Source: an optimization exercise on an open RTL-to-GDS flow (aim: small area and a short achievable clock period). Production flows keep margins and buffers that such runs may drop.
Only simulation tests tie the RTL to the original design; equivalence was not proved.

== green ==
==> flow/design.v (excerpt) <==
module sub_module16(
  input clk,rst,en,
  input signed [7:0] data1,data2,data3,data4,data5,data6,data7,data8,
  input signed [4:0] addr1,addr2,addr3,addr4,addr5,addr6,addr7,addr8,
  output signed [10:0] out1,out1_2,out1_3,out1_4,out1_5,out1_6,out1_7,out1_8,
  output signed [10:0] out2,out2_2,out2_3,out2_4,out2_5,out2_6,out2_7,out2_8,
  output signed [11:0] sum_out1,sum_out2,sum_out3,sum_out4,sum_out5,sum_out6,sum_out7,sum_out8,
  output signed [12:0] final_sum1,final_sum2,final_sum3,final_sum4,final_sum5,final_sum6,final_sum7,final_sum8,
  output signed [13:0] partial_sum14,partial_sum14_1,partial_sum14_2,partial_sum14_3,
  output signed [14:0] partial_sum15,partial_sum15_1,
  output signed [15:0] partial_sum16
);
Size in the first run: about 3000 cells after synthesis, about 64 flip-flops, roughly 590 I/O pins, ~23000 sq um of cells after synthesis.
Settings: LEC_CHECK=0, CAP_MARGIN=20, CORE_MARGIN=2, CORE_UTILIZATION=50, GPL_TIMING_DRIVEN=0, PLACE_DENSITY=0.65, SETUP_SLACK_MARGIN=1.5, SLEW_MARGIN=20; clock period 13.0 ns.
standard.sh (not shown) runs the stock make flow with config.mk's settings and CLKGATE_MAP_FILE= SYNTH_SCRIPT=/design/flow/synth_recipe.tcl, a recipe that flattens the netlist after the stock synthesis.
==> flow/flow/run.sh <==
#!/bin/bash
# The standard ORFS layout (standard.sh, unchanged synthesis) with two changes
# before global placement:
#  - the buffers that synthesis left in the netlist are removed, as the
#    standard flow does only when timing-driven placement is on;
#  - every port gets a sky130_fd_sc_hd__buf_1 as its buffer rather than the
#    larger cell buffer_ports picks by default (the resizer may still upsize it).
# make's whole output goes to standard.log; ORFS keeps each step's log under orfs/logs.
set -euo pipefail
work=$(pwd)
export PRE_GLOBAL_PLACE_TCL="$work/flow/pre_global_place.tcl"
export BUFFER_PORTS_ARGS="-buffer_cell sky130_fd_sc_hd__buf_1"
bash standard.sh > "$work/standard.log" 2>&1
==> flow/flow/pre_global_place.tcl <==
# Sourced by ORFS's global_place.tcl before it buffers the ports.
remove_buffers
Changes in red relative to green:
Settings: clearing SETUP_SLACK_MARGIN, which used to be 1.5.
Results
red | stages: all done | timing, DRC, antenna: all pass. green | stages: all done | timing, DRC, antenna: all pass. Number of buffers inserted for hold repair after clock tree synthesis came out exactly the same in green and red. Going from green to red, maximum number of pins on one net before global-route repair rose by about 4.3%, minimum period implied by the final worst setup slack rose by 0.72 ns, cell count fell by 137. Run comparison: green first element of the critical path addr6[0]; red first element of the critical path addr4[4]. Compared with green, in red ratio of cells with drive above 1 in the final layout has decreased, global-route usage -2.2 points, standard cell area after detailed placement went down. Worst path setup slack after routing (higher): green. Between green and red, the flow reports wire length of the first global-routing pass decreasing by a few percent.


## job 9002
sub_module16, a different RTL version from the one above (not shown whole).
Size in the first run: roughly 590 I/O pins, about 21000 µm² of cells after synthesis.
// sub_module16
module sub_module16(
  input clk,rst,en,
  input signed [7:0] data1,data2,data3,data4,data5,data6,data7,data8,
  input signed [4:0] addr1,addr2,addr3,addr4,addr5,addr6,addr7,addr8,
  output signed [10:0] out1,out1_2,out1_3,out1_4,out1_5,out1_6,out1_7,out1_8,
  output signed [10:0] out2,out2_2,out2_3,out2_4,out2_5,out2_6,out2_7,out2_8,
  output signed [11:0] sum_out1,sum_out2,sum_out3,sum_out4,sum_out5,sum_out6,sum_out7,sum_out8,
  output signed [12:0] final_sum1,final_sum2,final_sum3,final_sum4,final_sum5,final_sum6,final_sum7,final_sum8,
  output signed [13:0] partial_sum14,partial_sum14_1,partial_sum14_2,partial_sum14_3,
  output signed [14:0] partial_sum15,partial_sum15_1,
  output signed [15:0] partial_sum16
);
  wire [10:0] t1;
  sm_lane l1 (.clk(clk), .rst(rst), .en(en), .data(data1), .addr(addr1), .out1(out1), .out2(out2), .t(t1));
  wire [10:0] t2;
  sm_lane l2 (.clk(clk), .rst(rst), .en(en), .data(data2), .addr(addr2), .out1(out1_2), .out2(out2_2), .t(t2));
  wire [10:0] t3;
  sm_lane l3 (.clk(clk), .rst(rst), .en(en), .data(data3), .addr(addr3), .out1(out1_3), .out2(out2_3), .t(t3));
  wire [10:0] t4;
  sm_lane l4 (.clk(clk), .rst(rst), .en(en), .data(data4), .addr(addr4), .out1(out1_4), .out2(out2_4), .t(t4));
  ...
export LEC_CHECK = 0
export CAP_MARGIN = 20
export CORE_MARGIN = 2
export CORE_UTILIZATION = 50
export CTS_BUF_LIST = sky130_fd_sc_hd__clkbuf_4 sky130_fd_sc_hd__clkbuf_8
export GPL_TIMING_DRIVEN = 0
export PLACE_DENSITY = 0.62
export SETUP_SLACK_MARGIN = -0.27
export SLEW_MARGIN = 20
create_clock -name core_clock -period 13.0 [get_ports {clk}]
Scripts as last shown in full above: flow/flow/run.sh, flow/flow/pre_global_place.tcl
#### Input delta (job 7784 over job 9002)
==> flow/config.mk <==
export PLATFORM = sky130hd
export DESIGN_NAME = sub_module16
export DESIGN_NICKNAME = sub_module16
export VERILOG_FILES = /design/flow/design.v
export SDC_FILE = /design/flow/constraint.sdc
export NUM_CORES = 4
export LEC_CHECK = 0
export CAP_MARGIN = 20
export CORE_MARGIN = 2
export CORE_UTILIZATION = 45
export CTS_BUF_LIST = sky130_fd_sc_hd__clkbuf_4 sky130_fd_sc_hd__clkbuf_8
export GPL_TIMING_DRIVEN = 0
export PLACE_DENSITY = 0.57
export SETUP_SLACK_MARGIN = -0.2
export SLEW_MARGIN = 20
==> comparison <==
Sequential share of cell area: job 9002 vs job 7784, no meaningful difference. Summary of job 7784 over job 9002: met1 wire length went up; instance count of the mapped netlist did not really move; vias after detailed routing did not really move; antenna diode instance count went up. Compare job 7784 and job 9002 | via count of the first global-routing pass higher: job 9002. The worst setup slack in job 7784 sits 47 ps above the value recorded for job 9002. Fraction of met1 tracks used by global routing for job 7784: 2.9 points down relative to job 9002.
--- input diff job 7784..job 9408 ---
-- flow/config.mk --
<<< job 7784, line 9
export CORE_MARGIN = 2
export CORE_UTILIZATION = 45
export CTS_BUF_LIST = sky130_fd_sc_hd__clkbuf_4 sky130_fd_sc_hd__clkbuf_8
export GPL_TIMING_DRIVEN = 0
export PLACE_DENSITY = 0.57
export SETUP_SLACK_MARGIN = -0.2
>>> job 9408, line 9
export CORE_MARGIN = 2
export CORE_UTILIZATION = 50
export CTS_BUF_LIST = sky130_fd_sc_hd__clkbuf_4 sky130_fd_sc_hd__clkbuf_8
export GPL_TIMING_DRIVEN = 0
export PLACE_DENSITY = 0.7
export SETUP_SLACK_MARGIN = -0.2
- Measured against job 7784, the first-iteration DRC count of job 9408 comes out at 1.2 times the reference value.
- Depth of the worst hold-timing path: job 9408 vs job 7784 identical
- Against job 7784, job 9408 comes in 48 ps higher on clock period minus final worst setup slack.
- In job 9408, the count of instances resized after the clock tree is built came out 6 above the value in job 7784.

-- static timing again, ports no longer ideal --
The flow's constraints put no driver on any port. The routed layouts listed below were extracted and timed again, unchanged, in two steps. Step 1: set_driving_cell puts a clkbuf_16 on clk and a buf_2 on each other input, an assumption about the parent block. Step 2, shift: input delay + t, output delay - t, t = (earliest + latest rising clock arrival at the registers) / 2. This alone moves slack from input paths to output paths. a / b / c = ideal ports / drivers / drivers and shift; a / b = the first two.
| run | shift t [ns] | setup slack, ns | worst setup path at the end | worst slew at a driven data input, ns | cell pins on the clock port's net |
|---|---|---|---|---|---|
| green | 0.443 | 0.991 / 0.900 / 0.900 | input to output | 0.13 | 1 |
| red | 0.446 | 0.275 / 0.253 / 0.253 | input to output | 0.12 | 1 |
| job 9002 | 0.472 | 0.199 / 0.156 / 0.156 | input to output | 0.07 | 1 |
| job 7784 | 0.472 | 0.246 / 0.222 / 0.222 | input to output | 0.10 | 1 |
| job 9408 | 0.483 | 0.198 / 0.154 / 0.154 | input to output | 0.08 | 1 |
After both steps setup and hold are still met in every run listed. The setup slack of green, which loses most, moves by -0.091 ns with the drivers and by -0.091 ns with both steps.
